From an optimization exercise on the open Yosys and OpenROAD flow, aimed at small area, a short achievable clock period and few clock cycles per item; shortcuts taken in it are not production practice.
Where RTL was checked, it was by simulation tests only, not by an equivalence proof against the original.
No functional check of the RTL was part of runs 4 to 7.
Power is estimated from default activity; no workload was simulated.

## flow/run.sh

```bash
#!/bin/bash
# The standard layout with two changes:
#  - the port buffers are plain buffers (sky130_fd_sc_hd__buf_1) instead of the
#    cell buffer_ports picks by itself;
#  - in synthesis, ABC's technology mapping (&nf) may relax delay for area
#    (-R 15). Everything else in the synthesis, registers included, is as in
#    the standard flow.
set -euo pipefail
export BUFFER_PORTS_ARGS="-buffer_cell sky130_fd_sc_hd__buf_1"
cp -r "$FLOW_HOME/scripts" scripts
sed -i 's/^&nf$/\&nf -R 15/' scripts/abc_speed.script
export SCRIPTS_DIR="$PWD/scripts"
bash standard.sh > standard.log 2>&1
```

## standard.sh

```bash
#!/bin/bash
# synth_recipe.tcl (not shown) runs the flow's synth.tcl, then flattens the netlist and writes it again
# the make line also repeats each setting of config.mk as NAME=value (left out here)
make -C /OpenROAD-flow-scripts/flow DESIGN_CONFIG=/design/flow/config.mk WORK_HOME=/design/flow/orfs CLKGATE_MAP_FILE= SYNTH_SCRIPT=/design/flow/synth_recipe.tcl "${@:-finish}"
```

## config.mk

```make
export PLATFORM = sky130hd
export DESIGN_NAME = prng
export DESIGN_NICKNAME = prng
export VERILOG_FILES = /design/flow/design.v
export SDC_FILE = /design/flow/constraint.sdc
export NUM_CORES = 8
export LEC_CHECK = 0
export CAP_MARGIN = 20
export CORE_MARGIN = 2
export CORE_UTILIZATION = 40
export SLEW_MARGIN = 70
```

## constraint.sdc

```tcl
create_clock -name core_clock -period 9.0 [get_ports {clk}]
set_input_delay 1.8000 -clock core_clock [delete_from_list [all_inputs] [get_ports {clk}]]
set_output_delay 1.8000 -clock core_clock [all_outputs]
set_load 0.01 [all_outputs]
```

## design.v

```verilog
`timescale 1ns / 1ps
module prng (
	input clk,     
	input rst,   
	input [31:0] seed,
	input start,
	input cont,
	output reg done,
	output [31:0] rand_num
);
localparam B  = 4;                 
localparam NB = (31 + B - 1) / B;  
reg [30:0] acc;    
reg  [2:0] cnt;    
reg  [3:0] nen;    
wire busy = !nen[0];
assign rand_num = {1'b0, acc};
wire [30:0] nen_bits = {{7{nen[3]}}, {8{nen[2]}}, {8{nen[1]}}, {8{nen[0]}}};
wire [30:0] b = ~({acc[2:0], acc[30:3]} | nen_bits);
wire [30:0] g = acc & b;    
wire [30:0] p = acc ^ b;    
localparam LB = (B > 8) ? 4 : (B > 4) ? 3 : (B > 2) ? 2 : (B > 1) ? 1 : 0;   
wire [30:0] lg [0:LB];
wire [30:0] lp [0:LB];
wire [30:0] gl = lg[LB];
wire [30:0] pl = lp[LB];
assign lg[0] = g;
assign lp[0] = p;
wire [NB-1:0] bg, bp;
wire [30:0] c;
genvar i, j, k;
generate
	for (k = 0; k < LB; k = k + 1) begin : local_level
		for (i = 0; i < 31; i = i + 1) begin : local_bit
			localparam LO = i - i % B;
			localparam OFF = i % B;
			localparam J = LO + (OFF & ~((2 << k) - 1)) + (1 << k) - 1;
			if ((OFF >> k) & 1) begin : merge
				assign lg[k+1][i] = lg[k][i] | lp[k][i] & lg[k][J];
				assign lp[k+1][i] = lp[k][i] & lp[k][J];
			end else begin : pass
				assign lg[k+1][i] = lg[k][i];
				assign lp[k+1][i] = lp[k][i];
			end
		end
	end
	for (j = 0; j < NB; j = j + 1) begin : block_gp
		localparam TOP = (j * B + B - 1 > 30) ? 30 : j * B + B - 1;
		assign bg[j] = gl[TOP];
		assign bp[j] = pl[TOP];
	end
endgenerate
localparam L = (NB > 16) ? 5 : (NB > 8) ? 4 : (NB > 4) ? 3 : (NB > 2) ? 2 : 1;   
wire [NB-1:0] cg [0:L];
wire [NB-1:0] cp [0:L];
assign cg[0] = bg;
assign cp[0] = bp;
generate
	for (k = 0; k < L; k = k + 1) begin : ring_level
		for (j = 0; j < NB; j = j + 1) begin : ring_block
			localparam J2 = (j + NB - (1 << k) % NB) % NB;
			assign cg[k+1][j] = cg[k][j] | cp[k][j] & cg[k][J2];
			assign cp[k+1][j] = cp[k][j] & cp[k][J2];
		end
	end
	for (i = 0; i < 31; i = i + 1) begin : carry
		localparam BI = i / B;
		localparam BPREV = (BI + NB - 1) % NB;
		if (i % B == 0) begin : first
			assign c[i] = cg[L][BPREV];
		end else begin : next
			assign c[i] = gl[i-1] | pl[i-1] & cg[L][BPREV];
		end
	end
endgenerate
wire [30:0] x = (busy || done) ? p : {seed[15:0], seed[30:16]};
always @(posedge clk)
	acc <= x ^ c;
always @(posedge clk) begin
	if (rst) begin
		nen  <= 4'hf;
		done <= 1'b0;
		cnt  <= 3'd0;
	end else if (busy) begin
		cnt <= cnt + 3'd1;
		if (cnt == 3'd4)        nen[0] <= 1'b1;
		if (cnt[2])             nen[1] <= 1'b1;
		if (cnt[2] && !cnt[1])  nen[2] <= 1'b1;
		if (cnt[2] && !cnt[0])  nen[3] <= 1'b1;
		if (cnt == 3'd4)        done  <= 1'b1;
	end else if (done) begin
		if (!start) done <= 1'b0;
	end else if (start) begin
		nen <= 4'd0;
		cnt <= 3'd0;
	end
end
endmodule
```

==> summary.txt, run 1 <==
vias per cell=between 5 and 6; RSZ-0062 raised after global routing=no; Synth top area share=between 20% and 30%; Leak Pwr=~1.4 nW; Die W=about 88 um; Top FF cell, synth=dfxtp_1; Synth area leader=dfxtp_1; post-route insts no fill=roughly 500; worst hold margin=between 500 and 600 ps; ANT cells=0; r2r startpoint=nen[0]; number of synthesized flops with an enable pin=0; Mapped Cells=between 300 and 400; Clock Sinks=39; Mapped Area=roughly 2800 um2; Synth Warn #=1; CP Launch Type=flop; Layout Skew=roughly 11 ps; FMAX=around 370 MHz; Resized cells post-CTS=0; CTS tree=yes; fraction of registers with async set/reset=0%; #FFs+latches synth=39; initial drt markers=just under 60; Area contributors post-synth=dfxtp_1, ha_1, mux2i_1, a21oi_1, nor2_1; Skew-Pair Late Insertion Delay=290 ps; drc violations=0; Setup Buffers After CTS=0; Rows=30; DR vias=between 2,000 and 3,000; fin. max-slew vios=0; number of global-route vias before repair=between 2,000 and 2,500; outcome=timing/DRC/antenna clean; Tcrit/Tclk final=between 20% and 30%; maximum root-to-sink buffer count=2; DRT antenna net count=0; R2R Path End=acc[19]; Netlist cell types=47; DRT Pass-1 Iters=5; most frequent cell after synthesis=nor2_1; Die ar.=7794 um2; CP Capture Type=flop; total power=about 0.0011 W; core area=slightly below 7000 um2; CP Data Required Time=~9000 ps; routability cong.=0.8203; nets=470; largest net degree at the start of global routing=21; maximum vdd drop=0.1284 mV; Pwr Density=around 320 nW/um2; final wirelength=around 6700 um; worst min-delay path category=flop to flop; synthesis-to-layout area growth=15.76%; WP data arrival=2860 ps; worst setup margin=6322 ps; DP Worst Slack=approximately 6200 ps; Worst Hold Depth=2; CTS Root Buffer Type=clkbuf_8; CP Max Fanout=16; Crit Path Category=flop to flop; FF-to-FF path depth=10; starting density of the core=41.59%; r2r setup slk=6320 ps; hold path endpoint=cnt[1]; global route overflow=0; minimum clock period=2678 ps; Die Y=around 90 um; htree depth=2; endpoints failing setup=0; hold path start=cnt[1]; final setup TNS=0 ps; Reg clk slew, reported paths=80 ps; Max-Cap Viols=0; top post-synthesis cells by count=nor2_1, dfxtp_1, a21oi_1; Detailed Place HPWL=approximately 5400 um; first-pass GRT wire length=approximately 11,000 um; I/O pin count=between 60 and 70; hold buffer count at cts=0; GRT Overall Usage=around 17%; Fin. Hold Viols=0; layout cell share with drive strength beyond 1=slightly below 8%; WL per Instance=between 10 and 15 um; PortBufs=65; number of CTS-inserted buffers=5; antenna violations before repair=0; Mapped Nets=just over 400; syn avg cell area=approximately 8.5 um2; sequential fraction of the synthesis area=a little over a quarter; dpl cells=between 400 and 500
==> worst max path at each step <==
stage	start	end	slack, ps	cells after the start
final	nen[0]	acc[19]	6320	10
after global routing	nen[0]	acc[19]	6130	10
after detailed placement	nen[0]	acc[19]	6220	10
after CTS	nen[0]	acc[19]	6210	10
after floorplan	nen[0]	acc[23]	6530	11
after global placement	nen[0]	acc[19]	6100	10
==> flip-flops by register name, summed over array words and instances (netlist names) <==
signal and flops:
acc 31, cnt 3, nen 4, done 1
==> metal layers <==
layer  global-route usage, %  vias up  part of all wire (%)
li1                        -     1329                     -
met1                   23.26     1153                    48
met2                   28.43       61                    46
met3                   4.011        4                   5.0
met4                   4.270        0                  0.74
met5                       0        -                     0
==> where the power goes <==
part,internal [W],switching (W),total (W)
clock,0.0000627,0.0000674,0.000130
sequential,0.000254,0.0000730,0.000327
combinational,0.000254,0.000354,0.000608
==> kinds of logic (layout without fill, tap and decap cells) <==
group	Yosys count	after routing	synth area share (%)
buffers and inverters	18	84	2.906
XOR/XNOR	31	31	9.555
other	1	1	0.1320
flip-flops	39	39	27.48
multiplexers	28	28	9.864
adder cells (fa/ha/maj)	33	33	14.53
AND/OR/NAND/NOR	102	102	17.17
AO/OA/AOI/OAI	84	84	18.36
==> worst max-delay path: stages (launching register included) <==
cell and delay, ps:
dfxtp_2 500, nor2_1 90, ha_1 310, nand2_1 110, nor2_2 260, a21oi_1 150, o21ai_1 340, a2111oi_0 130
nor3_1 370, a21oi_1 150, xor2_1 150
==> cell usage in the layout, fill, tap and decap left out, types with 2 or more instances in the layout <==
master / instances
nand3_1: 5
a21oi_1: 36
a31oi_1: 3
nor3_1: 4
nand2b_1: 6
clkbuf_8: 6
nor2_2: 2
a21oi_2: 5
nand2_1: 20
a221o_1: 2
nor2_1: 44
buf_4: 2
and4_1: 2
xnor2_1: 17
xor2_1: 14
and2_1: 2
mux2i_1: 28
o21a_1: 2
buf_1: 65
or3_1: 2
a21o_1: 4
o21ai_1: 7
dfxtp_1: 38
and4_4: 3
o21ai_0: 11
nand4_1: 2
and3_1: 4
inv_1: 9
ha_1: 33
o21bai_1: 2
o21ai_2: 3
==> layout make-up <==
cell class,count,area (um2)
Fill cell,714,3542
Multi-Input combinational cell,279,1996
Sequential cell,39,782.0
Timing Repair Buffer,67,259.0
Tap cell,96,120.1
Clock buffer,6,82.58
Inverter,9,33.78
Clock inverter,2,16.27
==> stage by stage <==
stage	util (%)	cell area (um2)
after floorplan	-	2841
after global placement	46.43	3172
after CTS	48.00	3279
after detailed placement	46.56	3181
after global routing	48.15	3289
final	48.15	3289
Testbench counts, summed over its fixed seeds: cycles 18,432, items 2,048.
==> run 2: changes to the inputs <==
--- a/flow/run.sh
+++ b/flow/run.sh
@@ -5,3 +5,3 @@
 #  - in synthesis, ABC's technology mapping (&nf) may relax delay for area
-#    (-R 15). Everything else in the synthesis, registers included, is as in
+#    (-R 25). Everything else in the synthesis, registers included, is as in
 #    the standard flow.
@@ -10,3 +10,3 @@
 cp -r "$FLOW_HOME/scripts" scripts
-sed -i 's/^&nf$/\&nf -R 15/' scripts/abc_speed.script
+sed -i 's/^&nf$/\&nf -R 25/' scripts/abc_speed.script
 export SCRIPTS_DIR="$PWD/scripts"
==> summary.txt, run 2 <==
drc violations=0; CTS Root Buffer Type=clkbuf_8; maximum root-to-sink buffer count=2; DRT antenna net count=0; Resized cells post-CTS=0; Reg clk slew, reported paths=about 80 ps; global route overflow=0; Tcrit/Tclk final=29.76%; Max Used Layer=met4; I/O pin count=69; hold path start=cnt[1]; origin of the worst setup path=nen[0]; sequential fraction of the synthesis area=approximately 27%; outcome=timing/DRC/antenna clean; Skew-Pair Late Insertion Delay=between 200 and 300 ps; CP Data Required Time=9180 ps; vias per cell=5.114; hold buffer count at cts=0; Detailed Place HPWL=between 5000 and 6000 um; DR vias=2,547; r2r startpoint=nen[0]; final setup TNS=0 ps; worst min-delay path category=flop to flop; Area contributors post-synth=dfxtp_1, ha_1, mux2i_1, a21oi_1, nor2_1; Netlist cell types=47; CP Capture Type=flop; #FFs+latches synth=39; CP Max Fanout=16; Max-Cap Viols=0; number of CTS-inserted buffers=5; Leak Pwr=about 1.4 nW; syn avg cell area=8.457 um2; Largest Register=acc; Pwr Density=323.6 nW/um2; fin. max-slew vios=0; Synth top area share=between 20% and 30%; Clock Sinks=39; FMAX=373.4 MHz; top post-synthesis cells by count=nor2_1, dfxtp_1, a21oi_1; fraction of registers with async set/reset=0%; CP endpoint=acc[19]; nets=470; WL per Instance=about 14 um; crit path buf inv count=0; Die ar.=around 8000 um2; synthesis-to-layout area growth=15.76%; Crit Path Category=flop to flop; largest registers=acc: 31 flops, nen: 4 flops, cnt: 3 flops; RSZ-0062 raised after global routing=no; maximum vdd drop=about 0.13 mV; antenna violations before repair=0; PortBufs=65; routability cong.=0.8203; GRT Overall Usage=roughly 17%; DRT Pass-1 Iters=5; core area=about 6800 um2; Crit-path slowest cell=dfxtp_2; met1 WL=approximately 3200 um; r2r setup slk=between 6000 and 7000 ps; Die W=between 80 and 90 um; largest net degree at the start of global routing=21; CP Launch Type=flop; Mapped Cells=approximately 340; met2 wire length=slightly above 3000 um; Crit path max-delay family=simple AND/OR/NAND/NOR gates; worst hold margin=504.7 ps; WP data arrival=2860 ps; flip-flop count of the largest register after layout=31; Rows=30; Mapped Nets=between 400 and 500; Mapped Area=2841 um2; Synth area leader=dfxtp_1; number of synthesized flops with an enable pin=0; Synth Warn #=1; Layout Skew=approximately 11 ps; ANT cells=0; initial drt markers=58; CTS tree=yes; first-pass GRT wire length=10,670 um; R2R Path End=acc[19]; crit path cell chain=nor2_1 -> ha_1 -> nand2_1 -> nor2_2 -> a21oi_1 -> o21ai_1 -> a2111oi_0 -> nor3_1 -> a21oi_1 -> xor2_1; endpoints failing setup=0; Routed met3 length=335 um; fillers=approximately 700; max incr delay on CP=around 500 ps; most frequent cell after synthesis=nor2_1; final wirelength=between 6000 and 7000 um; minimum clock period=around 2700 ps; Crit. path cell count=10; number of global-route vias before repair=2,346; htree depth=2; FF-to-FF path depth=10; Setup Buffers After CTS=0; starting density of the core=between 40% and 50%; Top FF cell, synth=dfxtp_1; Fin. Hold Viols=0; cell mode on critical path=a21oi_1; Die Y=about 90 um; commonest non-fill, non-tap cell in the layout=buf_1; most frequent cells in the layout=buf_1, nor2_1, dfxtp_1; layout cell share with drive strength beyond 1=7.711%
==> run 2: cell counts in the layout (fill, tap and decap cells not counted) <==
No cell type changed its count.
==> run 2: where the power goes <==
part           internal [W]  switching [W]  leakage (nW)
clock             0.0000627      0.0000674        0.0474
sequential         0.000254      0.0000730         0.327
combinational      0.000254       0.000354          1.05
==> run 2: logic make-up (layout without fill, tap and decap cells) <==
family	count (synthesis)	after routing	share of synthesized area, %
AO/OA/AOI/OAI	84	84	18.36
XOR/XNOR	31	31	9.555
adder cells (fa/ha/maj)	33	33	14.53
buffers and inverters	18	84	2.906
flip-flops	39	39	27.48
multiplexers	28	28	9.864
other	1	1	0.1320
AND/OR/NAND/NOR	102	102	17.17
==> run 2: worst min path at each step <==
| stage | endpoint | depth (start not counted) | slack (ps) |
|---|---|---|---|
| 2_1_floorplan | cnt[1] | 2 | 460 |
| 3_3_place_gp | cnt[1] | 2 | 480 |
| 3_5_place_dp | cnt[1] | 2 | 490 |
| 4_1_cts | cnt[1] | 2 | 500 |
| 5_1_grt | cnt[1] | 2 | 530 |
| 6_report | cnt[1] | 2 | 500 |
==> run 2: tightest hold or removal path, cell delays in order, from the launching register on <==
cell	delay [ps]
dfxtp_1	330
nand3_1	70
a21oi_1	60
==> run 2: layout make-up <==
type / instances / area [um2] / area share, %
timing repair buffer: 67 / 259.0 / 7.874
tap: 96 / 120.1 / 3.652
inverter: 9 / 33.78 / 1.027
multi-input combinational: 279 / 1996 / 60.67
clock buffer: 6 / 82.58 / 2.510
sequential: 39 / 782.0 / 23.77
clock inverter: 2 / 16.27 / 0.4945
==> run 2: stage by stage <==
stage	power, W	setup slack [ps]	area, um2	cells	utilization, %
2_1_floorplan	0.0007752	6534	2841	336	-
3_3_place_gp	0.0009272	6105	3172	489	46.43
3_5_place_dp	0.0009399	6222	3181	490	46.56
4_1_cts	0.001072	6208	3279	498	48.00
5_1_grt	0.001165	6132	3289	498	48.15
6_report	0.001065	6322	3289	498	48.15
==> run 2: routing by layer <==
metal,track usage (%),vias to the layer above
met1,23.26,1153
met5,0,-
met3,4.011,4
li1,-,1329
met4,4.270,0
met2,28.43,61
==> run 3: changes to the inputs <==
--- a/flow/run.sh
+++ b/flow/run.sh
@@ -5,3 +5,3 @@
 #  - in synthesis, ABC's technology mapping (&nf) may relax delay for area
-#    (-R 25). Everything else in the synthesis, registers included, is as in
+#    (-R 35). Everything else in the synthesis, registers included, is as in
 #    the standard flow.
@@ -10,3 +10,3 @@
 cp -r "$FLOW_HOME/scripts" scripts
-sed -i 's/^&nf$/\&nf -R 25/' scripts/abc_speed.script
+sed -i 's/^&nf$/\&nf -R 35/' scripts/abc_speed.script
 export SCRIPTS_DIR="$PWD/scripts"
==> summary.txt, run 3 <==
final setup TNS=0 ps; core area=slightly below 7000 um2; starting density of the core=just over 40%; syn avg cell area=about 9.0 um2; CP Max Fanout=9; Detailed Place HPWL=about 5100 um; Top FF cell, synth=dfxtp_1; Tcrit/Tclk final=between 30% and 40%; initial drt markers=between 50 and 60; Resized cells post-CTS=0; WL per Instance=14.04 um; WP data arrival=around 3000 ps; Pwr Density=346.7 nW/um2; FF-to-FF path depth=11; ANT cells=0; final wirelength=6401 um; Rows=30; minimum clock period=between 2000 and 3000 ps; Skew-Pair Late Insertion Delay=about 300 ps; number of synthesized flops with an enable pin=0; cell mode on critical path=nor2_1; Layout Skew=a little over 7 ps; top post-synthesis cells by count=nor2_1, dfxtp_1, ha_1; synthesis-to-layout area growth=17.27%; maximum vdd drop=approximately 0.16 mV; outcome=timing/DRC/antenna clean; CP Data Required Time=between 9000 and 10,000 ps; Clock Sinks=39; crit path cell chain=nor2_1 -> ha_1 -> nand4_2 -> nor2_1 -> and3_1 -> a211oi_2 -> o41ai_4 -> a21oi_2 -> o21bai_2 -> a21oi_1 -> xor2_1; commonest non-fill, non-tap cell in the layout=buf_1; fillers=slightly below 700; routability cong.=approximately 0.88; fraction of registers with async set/reset=0%; most frequent cell after synthesis=nor2_1; Synth Warn #=1; Netlist cell types=44; nets=444; Leak Pwr=approximately 1.5 nW; htree depth=2; Synth area leader=dfxtp_1; largest net degree at the start of global routing=34; layout cell share with drive strength beyond 1=under 10%; Worst Hold Depth=2; Mapped Area=roughly 2800 um2; R2R Path End=acc[11]; first-pass GRT wire length=about 11,000 um; Synth top area share=28.13%; global route overflow=0; CP Launch Type=flop; worst min-delay path category=flop to flop; endpoints failing setup=0; Setup Buffers After CTS=0; hold path start=cnt[1]; largest registers=acc: 31 flops, nen: 4 flops, cnt: 3 flops; number of global-route vias before repair=about 2,300; r2r setup slk=between 6000 and 7000 ps; total power=around 0.0011 W; max incr delay on CP=550 ps; Die Y=about 87 um; Die ar.=around 7600 um2; Mapped Nets=379; Final Cell Area=between 3000 and 4000 um2; CTS tree=yes; PortBufs=65; DRT Pass-1 Iters=4; DR vias=between 2,000 and 2,500; number of CTS-inserted buffers=5; dpl cells=448; Mapped Cells=310; r2r startpoint=nen[2]; I/O pin count=~70; vias per cell=approximately 5.3; post-route insts no fill=roughly 460; Reg clk slew, reported paths=about 90 ps; Fin. Hold Viols=0; sequential fraction of the synthesis area=between 20% and 30%; maximum root-to-sink buffer count=2; DRT antenna net count=0; CTS Root Buffer Type=clkbuf_8; Cell Area, Placed=3114 um2; RSZ-0062 raised after global routing=no; Max-Cap Viols=0; Die W=about 87 um; drc violations=0; Crit-path slowest cell=dfxtp_1; Crit Path Category=flop to flop; hold path endpoint=cnt[1]; hold buffer count at cts=0; GRT Overall Usage=between 10% and 20%; antenna violations before repair=0; Area contributors post-synth=dfxtp_1, ha_1, mux2i_1, xnor2_1, nor2_1; fin. max-slew vios=0; #FFs+latches synth=39; CP Capture Type=flop; Largest Register=acc; FMAX=between 300 and 400 MHz; flip-flop count of the largest register after layout=31; most frequent cells in the layout=buf_1, nor2_1, dfxtp_1
run 3: cell count changes after synthesis, sizes merged, moves of 4 or more:
cell	change
a21o	+7
a21oi	-7
nand2	-6
nand4	+4
nor3	-4
o21ai	-7
run 3: through the flow:
stage / setup WS (ps) / hold WS, ps / utilization (%)
global route: 5919 / 533.9 / 48.17
CTS: 6151 / 499.9 / 48.11
global placement: 6118 / 476.2 / 45.85
detailed placement: 6189 / 487.6 / 46.09
finish: 6151 / 496.8 / 48.17
floorplan: 6354 / 458.4 / -
run 3: final cells by class:
type                       count  area (um2)  area share, %
multi-input combinational    255        1951          59.94
sequential                    39       782.0          24.03
timing repair buffer          66       255.2          7.843
tap                           80       100.1          3.076
clock buffer                   5       68.82          2.115
clock inverter                 3       67.56          2.076
inverter                       8       30.03         0.9227
run 3: kinds of logic after synthesis:
group	share of synthesized area, %
compound gates	20.74
simple gates	13.12
flops	28.13
fa+ha+maj	14.88
xor+xnor	9.784
mux	10.82
buf+inv	2.390
other cells	0.1351
run 3: how the worst max path moves through the flow:
stage / start / end / slack (ps) / cells after the start
after floorplan: nen[0] / acc[19] / 6350 / 12
after global placement: nen[2] / acc[11] / 6120 / 11
after detailed placement: nen[1] / acc[11] / 6190 / 11
after CTS: nen[1] / acc[11] / 6150 / 11
after global routing: nen[1] / acc[15] / 5920 / 11
final: nen[2] / acc[11] / 6150 / 11
run 3: worst max-delay path, delay by kind of cell, from the launching register on:
family	cells	cell delay (ps)
simple gates	4	740
compound gates	5	910
fa+ha+maj	1	370
flops	1	550
xor+xnor	1	160
run 3: power breakdown:
part | switching, W | leakage (nW) | total, W | internal, W
Clock | 0.0000703 | 0.0644 | 0.000181 | 0.000111
Combinational | 0.000359 | 1.11 | 0.000620 | 0.000260
Sequential | 0.0000734 | 0.327 | 0.000328 | 0.000254
run 3: per-layer routing:
layer	GRT usage, %	up-vias	wire, um
li1	-	1250	-
met5	0	-	0
met1	23.30	1120	3042
met3	3.981	10	296
met4	6.573	0	133
met2	27.62	55	2928
==> run 4: changes to the inputs <==
--- a/design.v
+++ b/design.v
@@ -10,3 +10,3 @@
 );
-localparam B  = 4;                 
+localparam B  = 2;                 
 localparam NB = (31 + B - 1) / B;  
--- a/flow/run.sh
+++ b/flow/run.sh
@@ -5,3 +5,3 @@
 #  - in synthesis, ABC's technology mapping (&nf) may relax delay for area
-#    (-R 35). Everything else in the synthesis, registers included, is as in
+#    (-R 20). Everything else in the synthesis, registers included, is as in
 #    the standard flow.
@@ -10,3 +10,3 @@
 cp -r "$FLOW_HOME/scripts" scripts
-sed -i 's/^&nf$/\&nf -R 35/' scripts/abc_speed.script
+sed -i 's/^&nf$/\&nf -R 20/' scripts/abc_speed.script
 export SCRIPTS_DIR="$PWD/scripts"
==> summary.txt, run 4 <==
initial drt markers=roughly 150; largest registers=acc: 31 flops, nen: 4 flops, cnt: 3 flops; worst min-delay path category=flop to flop; fin. max-slew vios=0; met2 GRT Util=about a third; Synth Area in Simple Gates=16.35%; hold buffer count at cts=0; GRT Overall Usage=between 10% and 20%; DRT antenna net count=0; Layout Skew=5.857 ps; r2r startpoint=nen[2]; Crit. path cell count=1; Fin. Hold Viols=0; flip-flop count of the largest register after layout=31; CP endpoint=done; routability cong.=0.9323; drc violations=0; Synth top area share=around 25%; Top Usage Layer GRT=met2; maximum root-to-sink buffer count=2; PortBufs=65; Mapped Nets=430; endpoints failing setup=0; multi-input logic area=2327 um2; Clock Sinks=39; WP data arrival=approximately 900 ps; CTS Root Buffer Type=clkbuf_8; CP Launch Type=flop; Area contributors post-synth=dfxtp_1, ha_1, mux2i_1, a21oi_2, nor2_1; commonest non-fill, non-tap cell in the layout=buf_1; layout cell share with drive strength beyond 1=about 18%; CTS tree=yes; htree depth=2; Tcrit/Tclk final=approximately 30%; xor and xnor area share after synthesis=8.652%; Max-Cap Viols=0; I/O pin count=just under 70; Reg clk slew, reported paths=roughly 90 ps; post-synthesis adder-cell area fraction=13.16%; DR vias=2,860; Mapped Cells=approximately 360; grt met1 use=between 20% and 30%; final setup TNS=0 ps; vias per cell=~5.4; #FFs+latches synth=39; fillers=around 800; FF-to-FF path depth=9; Die Y=92.57 um; DRT Pass-1 Iters=4; largest net degree at the start of global routing=17; Pwr Density=approximately 350 nW/um2; FMAX=between 300 and 400 MHz; worst setup margin=~6300 ps; Post-Route Utilization=47.32%; most frequent cells in the layout=buf_1, nor2_1, dfxtp_1; Synth Warn #=1; origin of the worst setup path=done; main combinational cell family by area after synthesis=compound AO/OA/AOI/OAI gates; most frequent cell after synthesis=nor2_1; first-pass GRT wire length=approximately 14,000 um; Netlist cell types=45; Die ar.=8569 um2; synthesis-to-layout area growth=15.31%; crit path cell chain=buf_1; minimum clock period=between 2000 and 3000 ps; Synth Area in Compound Gates=approximately a quarter; Synth area leader=dfxtp_1; global route overflow=0; Mapped Area=around 3100 um2; sequential fraction of the synthesis area=between 20% and 30%; Setup Buffers After CTS=0; Resized cells post-CTS=0; CP Data Required Time=a little over 7000 ps; top post-synthesis cells by count=nor2_1, dfxtp_1, ha_1; CP Capture Type=output port; max incr delay on CP=between 400 and 500 ps; Detailed Place HPWL=around 6700 um; DP Worst Slack=around 6400 ps; core area=~7600 um2; final wirelength=between 7000 and 8000 um; number of global-route vias before repair=around 2,800; crit path buf inv count=1; Largest Register=acc; fraction of registers with async set/reset=0%; nets=around 500; Crit-path slowest cell=dfxtp_1; outcome=timing/DRC/antenna clean; Rows=32; Die W=92.57 um; Sequential cell area=between 700 and 800 um2; Top FF cell, synth=dfxtp_1; Leak Pwr=1.463 nW; R2R Path End=acc[7]; Crit Path Category=flop to output port; antenna violations before repair=0; WL per Instance=14.95 um; ANT cells=0; maximum vdd drop=between 0.1 and 0.15 mV; number of synthesized flops with an enable pin=0; CP Max Fanout=4; Skew-Pair Late Insertion Delay=310 ps; number of CTS-inserted buffers=5; syn avg cell area=approximately 8.7 um2; RSZ-0062 raised after global routing=no; r2r setup slk=about 6500 ps; multiplexer area fraction after synthesis=just under 10%; starting density of the core=41.03%; GR Util met3=under 10%; Crit path max-delay family=flip-flops
==> run 4: changes by cell type after synthesis, sizes merged, moves of 3 or more <==
cell / delta
a21o: -8
a21oi: +16
a31o: +6
inv: -4
nand2: +15
nand3: +4
nand4: +3
nor2: +13
nor4: +3
o21ai: +10
o21bai: -3
o31ai: +5
xnor2: -3
xor2: +3
==> run 4: layer usage <==
layer	vias to the layer above	routed length (um)
li1	1449	-
met1	1337	3688
met2	65	3710
met3	9	437
met4	0	100
met5	-	0
==> run 4: cell families (layout without fill, tap and decap cells) <==
kind of cell    count (synthesis)  count (layout)
simple gates                  111             111
flops                          39              39
other cells                     1               1
fa+ha+maj                      33              33
compound gates                102             102
buf+inv                        13              81
xor+xnor                       31              31
mux                            31              31
==> run 4: metrics by stage <==
step           cells  total power, W  cell area (um2)  hold slack [ps]
2_1_floorplan    361       0.0009216             3138            464.5
3_3_place_gp     519        0.001108             3476            482.7
3_5_place_dp     523        0.001126             3513            487.0
4_1_cts          531        0.001258             3606            499.5
5_1_grt          531        0.001374             3618            529.9
6_report         531        0.001254             3618            497.0
==> run 4: where the power goes <==
part	switching, W	total (W)	internal [W]
registers	0.0000753	0.000330	0.000254
clock network	0.0000732	0.000129	0.0000555
logic	0.000494	0.000795	0.000301
total	0.000643	0.00125	0.000611
==> run 4: cell type report <==
type | instances | share of cell area [%]
well taps | 102 | 3.527
repair buffers | 69 | 7.573
flip-flops and latches | 39 | 21.61
inverters | 4 | 0.4149
multi-input cells | 309 | 64.32
clock inverters | 3 | 0.6570
clock buffers | 5 | 1.902
==> run 4: worst min path at each step <==
stage	start	to	slack [ps]	cells past startpoint
6_report	cnt[1]	cnt[1]	500	2
4_1_cts	cnt[1]	cnt[1]	500	2
3_3_place_gp	cnt[1]	cnt[1]	480	2
3_5_place_dp	cnt[1]	cnt[1]	490	2
2_1_floorplan	cnt[1]	cnt[1]	460	2
5_1_grt	cnt[1]	cnt[1]	530	2
==> run 5: changes to the inputs <==
--- a/design.v
+++ b/design.v
@@ -10,3 +10,3 @@
 );
-localparam B  = 2;                 
+localparam B  = 3;                 
 localparam NB = (31 + B - 1) / B;  
==> summary.txt, run 5 <==
layout cell share with drive strength beyond 1=between 8 and 9%; Largest Register=acc; CP Capture Type=flop; maximum vdd drop=approximately 0.11 mV; r2r startpoint=nen[2]; largest net degree at the start of global routing=17; final wirelength=roughly 7700 um; number of CTS-inserted buffers=5; CP Max Fanout=9; Max-Cap Viols=0; Netlist cell types=50; sequential fraction of the synthesis area=approximately a quarter; total power=approximately 0.0011 W; Die W=91.60 um; Post-Route Utilization=between 40% and 50%; synthesis-to-layout area growth=16.22%; RSZ-0062 raised after global routing=no; Setup Buffers After CTS=0; worst hold margin=a little over 500 ps; flip-flop count of the largest register after layout=31; final setup TNS=0 ps; core area=approximately 7300 um2; most frequent cell after synthesis=nor2_1; starting density of the core=a little over two fifths; Pwr Density=322.0 nW/um2; Final Cell Area=3567 um2; first-pass GRT wire length=approximately 13,000 um; Area contributors post-synth=dfxtp_1, ha_1, mux2i_1, nor2_1, a21oi_1; Crit-path slowest cell=dfxtp_1; Detailed Place HPWL=between 6000 and 7000 um; Leak Pwr=1.502 nW; fin. max-slew vios=0; number of global-route vias before repair=between 2,000 and 3,000; vias per cell=around 5.4; drc violations=0; Mapped Nets=approximately 440; WL per Instance=approximately 14 um; Crit Path Category=flop to flop; Clock Sinks=39; outcome=timing/DRC/antenna clean; Tcrit/Tclk final=about a third; initial drt markers=193; Cell Area, Placed=~3500 um2; Mapped Area=between 3000 and 4000 um2; CP Data Required Time=9190 ps; WP data arrival=~3200 ps; most frequent cells in the layout=buf_1, nor2_1, dfxtp_1; DRT antenna net count=0; Top FF cell, synth=dfxtp_1; routability cong.=between 0.9 and 1; max incr delay on CP=570 ps; Mapped Cells=~370; I/O pin count=69; Fin. Hold Viols=0; cell mode on critical path=a31o_2; maximum root-to-sink buffer count=2; endpoints failing setup=0; number of synthesized flops with an enable pin=0; Skew-Pair Late Insertion Delay=~300 ps; hold path start=cnt[1]; Synth area leader=dfxtp_1; commonest non-fill, non-tap cell in the layout=buf_1; hold buffer count at cts=0; fraction of registers with async set/reset=0%; Die ar.=8390 um2; DR vias=between 2,000 and 3,000; Layout Skew=about 6.2 ps; DRT Pass-1 Iters=4; antenna violations before repair=0; origin of the worst setup path=nen[2]; PortBufs=65; ANT cells=0; Die Y=about 90 um; GRT Overall Usage=18.91%; top post-synthesis cells by count=nor2_1, dfxtp_1, ha_1; global route overflow=0; CP Launch Type=flop; crit path cell chain=nor2_1 -> ha_1 -> nand3_1 -> nor4_4 -> o21ai_0 -> a31o_2 -> nand2_1 -> a31o_2 -> o31ai_1 -> xor2_1; Resized cells post-CTS=0; Rows=31; htree depth=2; syn avg cell area=between 8 and 9 um2; worst min-delay path category=flop to flop; fillers=approximately 750; FMAX=around 340 MHz; #FFs+latches synth=39; Reg clk slew, reported paths=about 90 ps; CTS tree=yes; minimum clock period=around 3000 ps; largest registers=acc: 31 flops, nen: 4 flops, cnt: 3 flops; nets=a little over 500; Synth Warn #=1; Synth top area share=about 25%; CTS Root Buffer Type=clkbuf_8
[run 5: cell types whose count changed after synthesis, moves of 8 or more]
cell     change
a21oi_1      +8
a21oi_2     -24
nand2_1     -14
nand3_1     +15
o21a_1       +9
o21ai_0      +9
o21ai_1     -12
[run 5: kinds of logic (layout without fill, tap and decap cells)]
family	Yosys count	after routing	share of synthesized area [%]
XOR/XNOR	31	31	8.846
buffers and inverters	20	88	2.976
flip-flops	39	39	25.44
multiplexers	27	27	8.806
other	1	1	0.1222
AO/OA/AOI/OAI	100	100	22.01
adder cells (fa/ha/maj)	33	33	13.45
AND/OR/NAND/NOR	121	121	18.34
[run 5: power by group]
group	switching, W	leakage (nW)	total [W]	internal, W
combinational	0.000408	1.13	0.000690	0.000281
clock	0.0000717	0.0408	0.000127	0.0000555
sequential	0.0000779	0.327	0.000332	0.000254
total	0.000558	1.50	0.00115	0.000591
[run 5: metal layers]
metal | GRT usage (%) | up-vias | routed length, um | share of wire [%]
li1 | - | 1482 | - | -
met1 | 25.63 | 1330 | 3750 | 49
met2 | 31.00 | 65 | 3526 | 46
met3 | 3.071 | 11 | 296 | 3.8
met4 | 5.051 | 0 | 116 | 1.5
met5 | 0 | - | 0 | 0
[run 5: area by class of cell]
cell class | count | area, um2 | area share [%]
Tap cell | 99 | 123.9 | 3.472
Clock buffer | 5 | 68.82 | 1.929
Sequential cell | 39 | 783.3 | 21.96
Multi-Input combinational cell | 313 | 2252 | 63.14
Inverter | 11 | 41.29 | 1.157
Timing Repair Buffer | 69 | 274.0 | 7.682
Clock inverter | 3 | 23.77 | 0.6664
[run 5: stage by stage]
stage | std cells | worst slack [ps]
floorplan | 372 | 6369
global placement | 527 | 5998
finish | 539 | 6033
detailed placement | 531 | 6027
global route | 539 | 5823
CTS | 539 | 5980
[run 5: path summary, 6_finish.rpt]
| kind | to | slack (ps) | cells after the start |
|---|---|---|---|
| setup reg to reg | acc[23] | 6030 | 10 |
| hold reg to reg | cnt[1] | 510 | 2 |
| setup / recovery | acc[23] | 6030 | 10 |
| hold / removal | cnt[1] | 510 | 2 |
[run 5: critical path, delay by kind of cell (launching register included)]
family	cells	cell delay, ps
AOI/OAI and AO/OA	4	790
and+or+nand+nor	4	990
DFF	1	570
adders and majority gates	1	350
xor gates and xnor gates	1	160
==> run 6: changes to the inputs <==
--- a/design.v
+++ b/design.v
@@ -10,3 +10,3 @@
 );
-localparam B  = 3;                 
+localparam B  = 6;                 
 localparam NB = (31 + B - 1) / B;  
==> summary.txt, run 6 <==
Pwr Density=between 300 and 400 nW/um2; drc violations=0; number of CTS-inserted buffers=5; flip-flop count of the largest register after layout=31; fin. max-slew vios=0; Tcrit/Tclk final=about 33%; initial drt markers=125; layout cell share with drive strength beyond 1=6.266%; DRT Pass-1 Iters=4; commonest non-fill, non-tap cell in the layout=buf_1; Detailed Place HPWL=4910 um; Synth area leader=dfxtp_1; core area=6756 um2; FMAX=about 330 MHz; Rows=30; CTS tree=yes; CP Data Required Time=between 9000 and 10,000 ps; origin of the worst setup path=nen[3]; DRT antenna net count=0; Cell Area, Placed=3126 um2; Synth Warn #=1; minimum clock period=3002 ps; most frequent cells in the layout=buf_1, nor2_1, dfxtp_1; met2 GRT Util=27.13%; Largest Register=acc; RSZ-0062 raised after global routing=no; r2r startpoint=nen[3]; Setup Buffers After CTS=0; CP Max Fanout=8; Clock Sinks=39; Crit path max-delay family=compound AO/OA/AOI/OAI gates; hold buffer count at cts=0; htree depth=2; Synth top area share=approximately 28%; Mapped Nets=around 390; Skew-Pair Late Insertion Delay=about 290 ps; starting density of the core=about 41%; Resized cells post-CTS=0; GRT Overall Usage=between 10% and 20%; fillers=around 710; worst hold margin=~500 ps; Reg clk slew, reported paths=80 ps; Mapped Cells=around 320; grt met1 use=approximately a quarter; endpoints failing setup=0; crit path buf inv count=0; Mapped Area=approximately 2800 um2; nets=between 400 and 500; most frequent cell after synthesis=nor2_1; Top Usage Layer GRT=met2; crit path cell chain=nor2_1 -> ha_1 -> and3_1 -> a221o_1 -> o21a_1 -> a211o_1 -> o21a_2 -> a31o_2 -> a21oi_2 -> o21bai_1 -> xnor2_1; I/O pin count=between 60 and 70; Fin. Hold Viols=0; Top FF cell, synth=dfxtp_1; Max-Cap Viols=0; hold path start=cnt[1]; maximum root-to-sink buffer count=2; CP Launch Type=flop; syn avg cell area=roughly 9 um2; antenna violations before repair=0; maximum vdd drop=about 0.12 mV; vias per cell=around 5.3; largest net degree at the start of global routing=36; WP data arrival=3180 ps; number of global-route vias before repair=around 2,300; Die ar.=approximately 7600 um2; global route overflow=0; outcome=timing/DRC/antenna clean; PortBufs=between 60 and 70; CP Capture Type=flop; worst min-delay path category=flop to flop; fraction of registers with async set/reset=0%; sequential fraction of the synthesis area=28.12%; Leak Pwr=1.474 nW; max incr delay on CP=roughly 480 ps; GR Util met3=3.697%; Crit-path slowest cell=dfxtp_1; Die W=around 87 um; synthesis-to-layout area growth=15.59%; #FFs+latches synth=39; CTS Root Buffer Type=clkbuf_8; top post-synthesis cells by count=nor2_1, dfxtp_1, ha_1; final wirelength=6149 um; Netlist cell types=48; first-pass GRT wire length=~11,000 um; DR vias=around 2,500; Crit Path Category=flop to flop; ANT cells=0; WL per Instance=about 13 um; number of synthesized flops with an enable pin=0; Die Y=~87 um; Post-Route Utilization=a little under half; Area contributors post-synth=dfxtp_1, ha_1, mux2i_1, nor2_1, xor2_1; largest registers=acc: 31 flops, nen: 4 flops, cnt: 3 flops; Layout Skew=around 2.8 ps; Final Cell Area=approximately 3200 um2; routability cong.=about 0.85; final setup TNS=0 ps
run 6: changes by cell type after synthesis, moves of 4 or more:
cell	delta
a21oi_1	-13
and2_1	-4
nand3_1	-19
nor2_1	-7
o21a_1	-6
o21ai_0	-4
o21ai_1	+5
or2_2	-4
run 6: cell type report:
class | instances | area [um2] | area share [%]
multi-input cells | 260 | 1951 | 60.78
flip-flops and latches | 39 | 782.0 | 24.37
repair buffers | 66 | 255.2 | 7.953
well taps | 80 | 100.1 | 3.119
clock buffers | 5 | 68.82 | 2.144
inverters | 10 | 37.54 | 1.170
clock inverters | 3 | 15.01 | 0.4678
run 6: path summary, 6_finish.rpt:
| path | cells past startpoint | slack (ps) | endpoint |
|---|---|---|---|
| worst min-delay path | 2 | 500 | cnt[1] |
| worst max register to register | 11 | 6000 | acc[9] |
| worst max-delay path | 11 | 6000 | acc[9] |
| worst min register to register | 2 | 500 | cnt[1] |
run 6: cells by family after synthesis:
logic type | after synthesis | share of synthesized area, %
other | 1 | 0.1351
buffers and inverters | 18 | 2.569
XOR/XNOR | 31 | 9.779
flip-flops | 39 | 28.12
AND/OR/NAND/NOR | 85 | 13.70
AO/OA/AOI/OAI | 82 | 20.73
multiplexers | 28 | 10.09
adder cells (fa/ha/maj) | 33 | 14.87
run 6: where the power goes:
part           switching, W  internal, W  total (W)
Sequential        0.0000746     0.000253   0.000328
Clock             0.0000639    0.0000531   0.000117
Combinational      0.000333     0.000252   0.000585
Total              0.000471     0.000559    0.00103
run 6: layer usage:
layer	wire length [um]	vias to the layer above	part of all wire (%)
met4	30	0	0.49
li1	-	1283	-
met2	2772	54	45
met5	0	-	0
met1	3070	1112	50
met3	276	4	4.5
run 6: metrics by stage:
| stage | instances | setup slack, ps | total power, W |
|---|---|---|---|
| floorplan | 317 | 6140 | 0.0007566 |
| global placement | 455 | 5739 | 0.0009051 |
| detailed placement | 455 | 6029 | 0.0009201 |
| CTS | 463 | 6007 | 0.001043 |
| global route | 463 | 5700 | 0.001136 |
| finish | 463 | 5998 | 0.001030 |
run 6: tightest hold or removal path, delay by kind of cell (launching register included):
family	cells	cell delay [ps]
and+or+nand+nor	1	70
AOI/OAI and AO/OA	1	60
DFF	1	330
==> run 7: changes to the inputs <==
--- a/design.v
+++ b/design.v
@@ -10,3 +10,3 @@
 );
-localparam B  = 6;                 
+localparam B  = 8;                 
 localparam NB = (31 + B - 1) / B;  
==> summary.txt, run 7 <==
outcome=timing/DRC/antenna clean; WP data arrival=3150 ps; final wirelength=roughly 6000 um; routability cong.=between 0.7 and 0.8; Crit Path Category=flop to flop; total power=just over 0.001 W; Die Y=approximately 86 um; PortBufs=65; number of global-route vias before repair=2,230; Synth Warn #=1; largest net degree at the start of global routing=25; FMAX=approximately 340 MHz; worst min-delay path category=flop to flop; maximum root-to-sink buffer count=2; htree depth=2; top post-synthesis cells by count=nor2_1, dfxtp_1, ha_1; first-pass GRT wire length=around 10,000 um; Max-Cap Viols=0; Mapped Cells=308; Leak Pwr=between 1 and 1.5 nW; worst hold margin=502.4 ps; Detailed Place HPWL=around 4800 um; Largest Register=acc; Resized cells post-CTS=0; Area contributors post-synth=dfxtp_1, ha_1, mux2i_1, xnor2_1, nor2_1; CP Data Required Time=9220 ps; Top FF cell, synth=dfxtp_1; CP Max Fanout=9; commonest non-fill, non-tap cell in the layout=buf_1; crit path buf inv count=0; Synth top area share=approximately 29%; fraction of registers with async set/reset=0%; endpoints failing setup=0; antenna violations before repair=0; CTS tree=yes; largest registers=acc: 31 flops, nen: 4 flops, cnt: 3 flops; ANT cells=0; GRT Overall Usage=between 10% and 20%; synthesis-to-layout area growth=15.38%; #FFs+latches synth=39; Synth area leader=dfxtp_1; max incr delay on CP=about 540 ps; Die ar.=between 7000 and 8000 um2; DR vias=between 2,000 and 2,500; core area=around 6700 um2; starting density of the core=about 41%; Crit-path slowest cell=dfxtp_1; drc violations=0; most frequent cells in the layout=buf_1, nor2_1, dfxtp_1; final setup TNS=0 ps; DRT antenna net count=0; nets=about 440; layout cell share with drive strength beyond 1=a little under 6%; hold buffer count at cts=0; DRT Pass-1 Iters=4; number of CTS-inserted buffers=5; most frequent cell after synthesis=nor2_1; Tcrit/Tclk final=32.56%; CP Capture Type=flop; CTS Root Buffer Type=clkbuf_8; Rows=30; Mapped Area=2718 um2; Die W=between 80 and 90 um; minimum clock period=2931 ps; post-route insts no fill=about 450; flip-flop count of the largest register after layout=31; Clock Sinks=39; fin. max-slew vios=0; vias per cell=between 5 and 6; dpl cells=~450; WL per Instance=roughly 13 um; Fin. Hold Viols=0; fillers=roughly 680; syn avg cell area=around 8.8 um2; Layout Skew=around 9.7 ps; Setup Buffers After CTS=0; initial drt markers=between 50 and 60; RSZ-0062 raised after global routing=no; CP Launch Type=flop; crit path cell chain=nor2_1 -> ha_1 -> a21oi_2 -> o21ai_2 -> a221oi_4 -> o21ai_1 -> a41o_1 -> a21o_1 -> a21o_1 -> a21oi_1 -> xor2_1; Reg clk slew, reported paths=around 80 ps; global route overflow=0; cell mode on critical path=a21o_1; Mapped Nets=377; I/O pin count=between 60 and 70; Skew-Pair Late Insertion Delay=about 290 ps; Pwr Density=327.0 nW/um2; number of synthesized flops with an enable pin=0; maximum vdd drop=approximately 0.14 mV; sequential fraction of the synthesis area=between 20% and 30%; Netlist cell types=37; Crit path max-delay family=compound AO/OA/AOI/OAI gates
==> run 7: routing by layer <==
metal	global-route usage, %	vias to the layer above	share of wire (%)
met5	0	-	0
met1	23.26	1040	51
met2	27.06	42	44
met4	4.261	0	0.80
li1	-	1225	-
met3	3.810	4	3.7
==> run 7: report_power, final <==
group	internal (W)	switching, W	total, W
Sequential	0.000254	0.0000737	0.000328
Combinational	0.000247	0.000327	0.000574
Clock	0.0000602	0.0000633	0.000124
Total	0.000561	0.000464	0.00103
==> run 7: worst paths after layout <==
kind	slack [ps]	end	cells after the start	start
hold reg to reg	500	cnt[1]	2	cnt[1]
setup / recovery	6070	acc[11]	11	nen[2]
setup reg to reg	6070	acc[11]	11	nen[2]
hold / removal	500	cnt[1]	2	cnt[1]
==> run 7: worst reg2reg max path: cells and delay by family (launching register included) <==
family / cells / cell delay (ps)
compound gates: 8 / 1690
xor+xnor: 1 / 170
fa+ha+maj: 1 / 340
flops: 1 / 540
simple gates: 1 / 120
==> run 7: final cells by class <==
class	count	area (um2)	share of cell area, %
timing repair buffer	66	255.2	8.140
inverter	8	30.03	0.9577
clock inverter	1	5.005	0.1596
sequential	39	782.0	24.94
clock buffer	6	82.58	2.634
multi-input combinational	253	1881	59.98
tap	80	100.1	3.192
==> run 7: stage by stage <==
step	utilization [%]	area (um2)	worst slack [ps]
floorplan	-	2718	6301
global placement	45.54	3043	5986
detailed placement	45.62	3048	6061
CTS	46.93	3136	6022
global route	46.93	3136	5759
finish	46.93	3136	6069
==> run 7: kinds of logic (layout without fill, tap and decap cells) <==
group                    count (synthesis)  count (layout)  share of synthesized area, %
multiplexers                            29              29                         10.68
AND/OR/NAND/NOR                         86              86                         14.13
other                                    1               1                        0.1380
buffers and inverters                   16              81                         2.348
adder cells (fa/ha/maj)                 33              33                         15.19
XOR/XNOR                                31              31                         9.991
AO/OA/AOI/OAI                           73              73                         18.79
flip-flops                              39              39                         28.73
==> run 8: changes to the inputs <==
--- a/design.v
+++ b/design.v
@@ -10,3 +10,3 @@
 );
-localparam B  = 8;                 
+localparam B  = 4;                 
 localparam NB = (31 + B - 1) / B;  
--- a/config.mk
+++ b/config.mk
@@ -10,2 +10,2 @@
 export CORE_UTILIZATION = 40
-export SLEW_MARGIN = 70
+export SLEW_MARGIN = 20
==> summary.txt, run 8 <==
Tcrit/Tclk final=33.87%; Leak Pwr=about 1.4 nW; Area contributors post-synth=dfxtp_1, ha_1, mux2i_1, a21oi_1, nor2_1; Flop pwr share=~30%; Synth Warn #=1; CP Data Required Time=around 9000 ps; global route overflow=0; WL per Instance=13.34 um; Synth top area share=a little over a quarter; switch share=~46%; number of CTS-inserted buffers=5; Crit Path Category=flop to flop; Crit path max-delay family=simple AND/OR/NAND/NOR gates; DRT Pass-1 Iters=6; fraction of registers with async set/reset=0%; switching power=0.0004912 W; antenna violations before repair=0; Die W=around 88 um; outcome=timing/DRC/antenna clean; maximum vdd drop=around 0.14 mV; number of global-route vias before repair=around 2,400; crit path buf inv count=0; largest net degree at the start of global routing=21; internal power=between 0.0005 and 0.0006 W; fin. max-slew vios=0; fillers=approximately 730; DR vias=between 2,000 and 3,000; Netlist cell types=47; routability cong.=between 0.8 and 0.9; FMAX=approximately 330 MHz; largest registers=acc: 31 flops, nen: 4 flops, cnt: 3 flops; post-route insts no fill=497; CTS tree=yes; layout cell share with drive strength beyond 1=6.733%; CP Launch Type=flop; final setup TNS=0 ps; Layout Skew=10.11 ps; minimum clock period=around 3000 ps; Rel. slew slack=between 50% and 60%; ANT cells=0; PortBufs=65; hold buffer count at cts=0; Combinational Power Share=57.2%; WP data arrival=between 3000 and 4000 ps; multi-input logic area=between 1500 and 2000 um2; worst min-delay path category=flop to flop; sequential fraction of the synthesis area=27.48%; Fin. Hold Viols=0; initial drt markers=62; max incr delay on CP=650 ps; I/O pin count=69; Top FF cell, synth=dfxtp_1; Least-Margin Pin Slew=~610 ps; Reg clk slew, reported paths=about 80 ps; Clock Sinks=39; crit path cell chain=nor2_1 -> ha_1 -> nand2_1 -> nor2_1 -> a21oi_1 -> o21ai_1 -> a2111oi_0 -> nor3_1 -> a21oi_1 -> xor2_1; htree depth=2; syn avg cell area=around 8.5 um2; drc violations=0; Largest Register=acc; CTS Root Buffer Type=clkbuf_8; vias per cell=5.097; nets=~470; Resized cells post-CTS=0; CP Max Fanout=16; RSZ-0062 raised after global routing=no; Setup Buffers After CTS=0; CP Capture Type=flop; Skew-Pair Late Insertion Delay=around 290 ps; Max-Cap Viols=0; core area=between 6000 and 7000 um2; maximum root-to-sink buffer count=2; endpoints failing setup=0; final wirelength=roughly 6600 um; number of synthesized flops with an enable pin=0; Mapped Nets=between 400 and 500; #FFs+latches synth=39; most frequent cell after synthesis=nor2_1; Rows=30; Synth area leader=dfxtp_1; Die Y=~88 um; Pwr Density=324.3 nW/um2; Clk pwr share=about an eighth; flip-flop count of the largest register after layout=31; synthesis-to-layout area growth=15.10%; Mapped Cells=roughly 340; Die ar.=slightly below 8000 um2; Crit-path slowest cell=dfxtp_1; DRT antenna net count=0; most frequent cells in the layout=buf_1, nor2_1, dfxtp_1; top post-synthesis cells by count=nor2_1, dfxtp_1, a21oi_1; Mapped Area=2841 um2; first-pass GRT wire length=10,720 um; Sequential cell area=780.7 um2; starting density of the core=41.59%; dpl cells=about 490; GRT Overall Usage=roughly 17%; commonest non-fill, non-tap cell in the layout=buf_1; Detailed Place HPWL=between 5000 and 6000 um
==> run 8: metrics by stage <==
step	total power [W]	utilization, %	hold slack [ps]	area (um2)	setup slack (ps)
floorplan	0.0007752	-	458.4	2841	6534
global placement	0.0009272	46.43	482.7	3172	6105
detailed placement	0.0009396	46.43	488.8	3172	6040
CTS	0.001074	47.88	503.1	3271	6016
global route	0.001162	47.88	531.6	3271	5743
finish	0.001061	47.88	503.1	3271	5952
==> run 8: worst reg2reg max path: stages (launching register included) <==
cell	delay (ps)
dfxtp_1	650
nor2_1	110
ha_1	340
nand2_1	110
nor2_1	380
a21oi_1	180
o21ai_1	340
a2111oi_0	130
nor3_1	390
a21oi_1	160
xor2_1	160
==> run 8: metal layers <==
metal	share of wire (%)	up-vias	track usage [%]	wire length [um]
li1	-	1331	-	-
met1	49	1142	23.05	3257
met2	46	54	29.12	3055
met3	3.8	6	2.985	252
met4	1.0	0	4.132	67
met5	0	-	0	0
==> run 8: power groups by stage <==
stage / combinational (W) / clock (W) / sequential [W]
floorplan: 0.000429 / 0 / 0.000346
global placement: 0.000594 / 0 / 0.000333
CTS: 0.000611 / 0.000134 / 0.000329
finish: 0.000606 / 0.000127 / 0.000327
global route: 0.000685 / 0.000139 / 0.000339
detailed placement: 0.000607 / 0 / 0.000333
==> run 8: cell families (layout without fill, tap and decap cells) <==
group                    after synthesis  after routing  synth area share [%]
adder cells (fa/ha/maj)               33             33                 14.53
AO/OA/AOI/OAI                         84             84                 18.36
AND/OR/NAND/NOR                      102            102                 17.17
other                                  1              1                0.1320
multiplexers                          28             28                 9.864
flip-flops                            39             39                 27.48
buffers and inverters                 18             83                 2.906
XOR/XNOR                              31             31                 9.555
==> run 8: worst paths after layout <==
check / from / endpoint / slack [ps] / cells past startpoint
worst max-delay path: nen[0] / acc[19] / 5950 / 10
worst min-delay path: cnt[1] / cnt[1] / 500 / 2
worst max register to register: nen[0] / acc[19] / 5950 / 10
worst min register to register: cnt[1] / cnt[1] / 500 / 2
==> run 8: layout make-up <==
cell class / instances / share of cell area [%]
clock buffers: 6 / 2.525
repair buffers: 66 / 7.689
well taps: 96 / 3.673
inverters: 9 / 1.033
flip-flops and latches: 39 / 23.87
multi-input cells: 279 / 60.71
clock inverters: 2 / 0.4973
Testbench counts of run 8, summed over its fixed seeds: cycles 18,432, items 2,048.
==> run 9: changes to the inputs <==
--- a/config.mk
+++ b/config.mk
@@ -10,2 +10,2 @@
 export CORE_UTILIZATION = 40
-export SLEW_MARGIN = 20
+export SLEW_MARGIN = 50
==> summary.txt, run 9 <==
outcome=timing/DRC/antenna clean; Least-Margin Pin Slew=about 610 ps; fin. max-slew vios=0; Worst Hold Depth=2; CTS Root Buffer Type=clkbuf_8; number of synthesized flops with an enable pin=0; Reg clk slew, reported paths=about 80 ps; syn avg cell area=8.457 um2; final setup TNS=0 ps; antenna violations before repair=0; maximum vdd drop=0.1408 mV; PortBufs=65; Die ar.=around 7800 um2; WP data arrival=3230 ps; Fin. Hold Viols=0; Mapped Cells=336; htree depth=2; initial drt markers=a little over 60; CTS tree=yes; largest registers=acc: 31 flops, nen: 4 flops, cnt: 3 flops; FF-to-FF path depth=10; Pwr Density=between 300 and 400 nW/um2; global route overflow=0; endpoints failing setup=0; largest net degree at the start of global routing=21; minimum clock period=~3000 ps; Largest Register=acc; Die W=roughly 88 um; Mapped Area=approximately 2800 um2; GRT Overall Usage=between 15 and 20%; Leak Pwr=between 1 and 1.5 nW; starting density of the core=between 40 and 50%; Tcrit/Tclk final=between 30% and 40%; Post-Route Utilization=47.88%; #FFs+latches synth=39; synthesis-to-layout area growth=15.10%; top post-synthesis cells by count=nor2_1, dfxtp_1, a21oi_1; routability cong.=between 0.8 and 0.9; Skew-Pair Late Insertion Delay=290 ps; commonest non-fill, non-tap cell in the layout=buf_1; flip-flop count of the largest register after layout=31; Max-Cap Viols=0; final wirelength=approximately 6600 um; core area=6832 um2; Rel. slew slack=between 50% and 60%; Layout Skew=a little over 10 ps; WL per Instance=around 13 um; Synth area leader=dfxtp_1; Clock Sinks=39; CP Data Required Time=around 9200 ps; Crit-path slowest cell=dfxtp_1; RSZ-0062 raised after global routing=no; most frequent cell after synthesis=nor2_1; CP Capture Type=flop; nets=roughly 470; CP Launch Type=flop; Detailed Place HPWL=approximately 5400 um; Rows=30; fraction of registers with async set/reset=0%; number of CTS-inserted buffers=5; Mapped Nets=between 400 and 500; Resized cells post-CTS=0; max incr delay on CP=between 600 and 700 ps; Die Y=roughly 88 um; ANT cells=0; r2r setup slk=~6000 ps; layout cell share with drive strength beyond 1=slightly below 7%; Area contributors post-synth=dfxtp_1, ha_1, mux2i_1, a21oi_1, nor2_1; crit path cell chain=nor2_1 -> ha_1 -> nand2_1 -> nor2_1 -> a21oi_1 -> o21ai_1 -> a2111oi_0 -> nor3_1 -> a21oi_1 -> xor2_1; drc violations=0; DRT antenna net count=0; CP Max Fanout=16; most frequent cells in the layout=buf_1, nor2_1, dfxtp_1; Netlist cell types=47; maximum root-to-sink buffer count=2; DR vias=~2,500; hold buffer count at cts=0; sequential fraction of the synthesis area=27.48%; DRT Pass-1 Iters=6; first-pass GRT wire length=roughly 11,000 um; vias per cell=5.097; worst min-delay path category=flop to flop; Top FF cell, synth=dfxtp_1; FMAX=between 300 and 400 MHz; Synth top area share=roughly 27%; number of global-route vias before repair=between 2,000 and 2,500; Synth Warn #=1; I/O pin count=roughly 70; Setup Buffers After CTS=0; Crit Path Category=flop to flop
run 9: cells by family after synthesis:
logic type | count (synthesis) | synth area share (%)
other cells | 1 | 0.1320
flops | 39 | 27.48
mux | 28 | 9.864
simple gates | 102 | 17.17
fa+ha+maj | 33 | 14.53
xor+xnor | 31 | 9.555
compound gates | 84 | 18.36
buf+inv | 18 | 2.906
run 9: per-layer routing:
metal	GRT usage, %	vias to the layer above	wire, um
li1	-	1331	-
met1	23.05	1142	3257
met2	29.12	54	3055
met3	2.985	6	252
met4	4.132	0	67
met5	0	-	0
run 9: final timing paths:
check         start      end
max reg2reg  nen[0]  acc[19]
min reg2reg  cnt[1]   cnt[1]
max          nen[0]  acc[19]
min          cnt[1]   cnt[1]
run 9: layout make-up:
type / instances / area, um2
clock buffers: 6 / 82.58
repair buffers: 66 / 251.5
fillers: 733 / 3561
clock inverters: 2 / 16.27
inverters: 9 / 33.78
flip-flops and latches: 39 / 780.7
multi-input cells: 279 / 1986
well taps: 96 / 120.1
run 9: through the flow:
stage          setup slack (ps)  total power [W]  hold WS [ps]  cells  cell area, um2
6_report                   5952         0.001061         503.1    497            3271
5_1_grt                    5743         0.001162         531.6    497            3271
4_1_cts                    6016         0.001074         503.1    497            3271
3_5_place_dp               6040        0.0009396         488.8    489            3172
3_3_place_gp               6105        0.0009272         482.7    489            3172
2_1_floorplan              6534        0.0007752         458.4    336            2841
run 9: critical path, delay by kind of cell (launching register included):
kind | cells | cell delay, ps
simple gates | 4 | 990
compound gates | 4 | 810
flops | 1 | 650
fa+ha+maj | 1 | 340
xor+xnor | 1 | 160
run 9: report_power, final:
part | leakage [nW] | switching (W) | internal (W)
logic | 1.04 | 0.000353 | 0.000253
clock network | 0.0474 | 0.0000646 | 0.0000626
registers | 0.328 | 0.0000734 | 0.000254
total | 1.42 | 0.000491 | 0.000569
==> run 10: changes to the inputs <==
--- a/config.mk
+++ b/config.mk
@@ -10,2 +10,2 @@
 export CORE_UTILIZATION = 40
-export SLEW_MARGIN = 50
+export SLEW_MARGIN = 70
==> summary.txt, run 10 <==
first-pass GRT wire length=approximately 11,000 um; Crit Path Category=flop to flop; top post-synthesis cells by count=nor2_1, dfxtp_1, a21oi_1; GRT Overall Usage=~17%; total power=approximately 0.0011 W; CTS tree=yes; Resized cells post-CTS=0; CP Capture Type=flop; outcome=timing/DRC/antenna clean; Mapped Area=roughly 2800 um2; Die ar.=a little under 8000 um2; Leak Pwr=1.423 nW; global route overflow=0; CP Max Fanout=16; synthesis-to-layout area growth=15.76%; Layout Skew=10.87 ps; CP Launch Type=flop; vias per cell=slightly above 5; most frequent cells in the layout=buf_1, nor2_1, dfxtp_1; Reg clk slew, reported paths=approximately 80 ps; WP data arrival=around 2900 ps; largest net degree at the start of global routing=21; WL per Instance=~14 um; DRT Pass-1 Iters=5; Skew-Pair Late Insertion Delay=290 ps; GR Util met3=around 4%; Tcrit/Tclk final=29.76%; final wirelength=6726 um; CP Data Required Time=just over 9000 ps; Detailed Place HPWL=5420 um; RSZ-0062 raised after global routing=no; max incr delay on CP=500 ps; Final Cell Area=3289 um2; final setup TNS=0 ps; maximum root-to-sink buffer count=2; crit path cell chain=nor2_1 -> ha_1 -> nand2_1 -> nor2_2 -> a21oi_1 -> o21ai_1 -> a2111oi_0 -> nor3_1 -> a21oi_1 -> xor2_1; fraction of registers with async set/reset=0%; r2r startpoint=nen[0]; initial drt markers=58; Cell Area, Placed=3181 um2; endpoints failing setup=0; Pwr Density=323.6 nW/um2; worst min-delay path category=flop to flop; number of global-route vias before repair=about 2,300; sequential fraction of the synthesis area=between 20% and 30%; maximum vdd drop=0.1284 mV; commonest non-fill, non-tap cell in the layout=buf_1; Rows=30; htree depth=2; PortBufs=65; Clock Sinks=39; multi-input logic area=1996 um2; Sequential cell area=just under 800 um2; flip-flop count of the largest register after layout=31; Largest Register=acc; Top FF cell, synth=dfxtp_1; hold path endpoint=cnt[1]; r2r setup slk=6320 ps; Die W=88.29 um; Fin. Hold Viols=0; Setup Buffers After CTS=0; dpl cells=490; post-route insts no fill=between 400 and 500; largest registers=acc: 31 flops, nen: 4 flops, cnt: 3 flops; Synth Warn #=1; number of synthesized flops with an enable pin=0; Synth area leader=dfxtp_1; routability cong.=between 0.8 and 0.9; Top Usage Layer GRT=met2; DR vias=~2,500; nets=470; met2 GRT Util=roughly 28%; I/O pin count=69; antenna violations before repair=0; Area contributors post-synth=dfxtp_1, ha_1, mux2i_1, a21oi_1, nor2_1; grt met1 use=23.26%; Netlist cell types=47; minimum clock period=~2700 ps; #FFs+latches synth=39; DRT antenna net count=0; cell mode on critical path=a21oi_1; Max-Cap Viols=0; Die Y=approximately 88 um; FF-to-FF path depth=10; Synth top area share=27.48%; Mapped Nets=a little over 400; hold path start=cnt[1]; starting density of the core=between 40% and 50%; number of CTS-inserted buffers=5; syn avg cell area=~8.5 um2; core area=slightly below 7000 um2; FMAX=approximately 370 MHz; most frequent cell after synthesis=nor2_1; fin. max-slew vios=0; fillers=714; Crit-path slowest cell=dfxtp_2; drc violations=0; layout cell share with drive strength beyond 1=7.711%; Worst Hold Depth=2; ANT cells=0; hold buffer count at cts=0; R2R Path End=acc[19]; Mapped Cells=~340; CTS Root Buffer Type=clkbuf_8
[run 10: final cells by class]
type,count,area share [%]
clock inverter,2,0.4945
inverter,9,1.027
timing repair buffer,67,7.874
clock buffer,6,2.510
tap,96,3.652
sequential,39,23.77
multi-input combinational,279,60.67
[run 10: worst max-delay path, delay by kind of cell, from the launching register on]
family	cells	cell delay, ps
AO/OA/AOI/OAI	4	770
flip-flops	1	500
AND/OR/NAND/NOR	4	830
XOR/XNOR	1	150
adder cells (fa/ha/maj)	1	310
[run 10: cells by family after synthesis]
| family | synth area share, % |
|---|---|
| AO/OA/AOI/OAI | 18.36 |
| buffers and inverters | 2.906 |
| XOR/XNOR | 9.555 |
| multiplexers | 9.864 |
| AND/OR/NAND/NOR | 17.17 |
| other | 0.1320 |
| adder cells (fa/ha/maj) | 14.53 |
| flip-flops | 27.48 |
[run 10: how the worst max path moves through the flow]
stage / from / endpoint / slack, ps / cells after the start
2_1_floorplan: nen[0] / acc[23] / 6530 / 11
3_3_place_gp: nen[0] / acc[19] / 6100 / 10
3_5_place_dp: nen[0] / acc[19] / 6220 / 10
4_1_cts: nen[0] / acc[19] / 6210 / 10
5_1_grt: nen[0] / acc[19] / 6130 / 10
6_report: nen[0] / acc[19] / 6320 / 10
[run 10: power by group]
group          leakage, nW  total, W  switching [W]  internal [W]
clock               0.0474  0.000130      0.0000674     0.0000627
sequential           0.327  0.000327      0.0000730      0.000254
combinational         1.05  0.000608       0.000354      0.000254
[run 10: layer usage]
layer / routed length, um / up-vias / part of all wire (%)
li1: - / 1329 / -
met1: 3233 / 1153 / 48
met2: 3107 / 61 / 46
met3: 335 / 4 / 5.0
met4: 50 / 0 / 0.74
met5: 0 / - / 0
[run 10: through the flow]
step / hold slack [ps] / worst slack [ps] / utilization, %
2_1_floorplan: 458.4 / 6534 / -
3_3_place_gp: 482.7 / 6105 / 46.43
3_5_place_dp: 488.7 / 6222 / 46.56
4_1_cts: 502.9 / 6208 / 48.00
5_1_grt: 532.9 / 6132 / 48.15
6_report: 504.7 / 6322 / 48.15

==> re-timing with driven ports <==
Ports are ideal in the flow. The routed layouts listed here were re-timed in OpenROAD. Step 1 sets driving cells, clkbuf_16 on the clock port and buf_2 on the other inputs (assumed; they add their load-dependent delay and slew). Step 2 times the ports against the registers' clock, not the clock port: input delays grow and output delays shrink by t, the midpoint of the rising clock arrivals with the driver on. Three values: ideal, step 1, step 2; two values: the first two.
run | t (ns) | setup slack, ns | clock arrival spread, ns | cell pins on the clock port's net
run 1 | 0.319 | 6.322 / 6.297 / 6.322 | 0.011 / 0.011 | 1
run 2 | 0.319 | 6.322 / 6.297 / 6.322 | 0.011 / 0.011 | 1
run 3 | 0.328 | 6.151 / 6.151 / 6.151 | 0.007 / 0.008 | 1
run 4 | 0.334 | 6.298 / 6.268 / 6.436 | 0.006 / 0.006 | 1
run 5 | 0.327 | 6.033 / 6.033 / 6.033 | 0.006 / 0.006 | 1
run 6 | 0.316 | 5.998 / 5.998 / 5.998 | 0.003 / 0.003 | 1
run 7 | 0.318 | 6.069 / 6.069 / 6.069 | 0.010 / 0.009 | 1
run 8 | 0.320 | 5.952 / 5.952 / 5.952 | 0.010 / 0.011 | 1
run 9 | 0.320 | 5.952 / 5.952 / 5.952 | 0.010 / 0.011 | 1
run 10 | 0.319 | 6.322 / 6.297 / 6.322 | 0.011 / 0.011 | 1
After both steps every run listed still meets setup and hold.
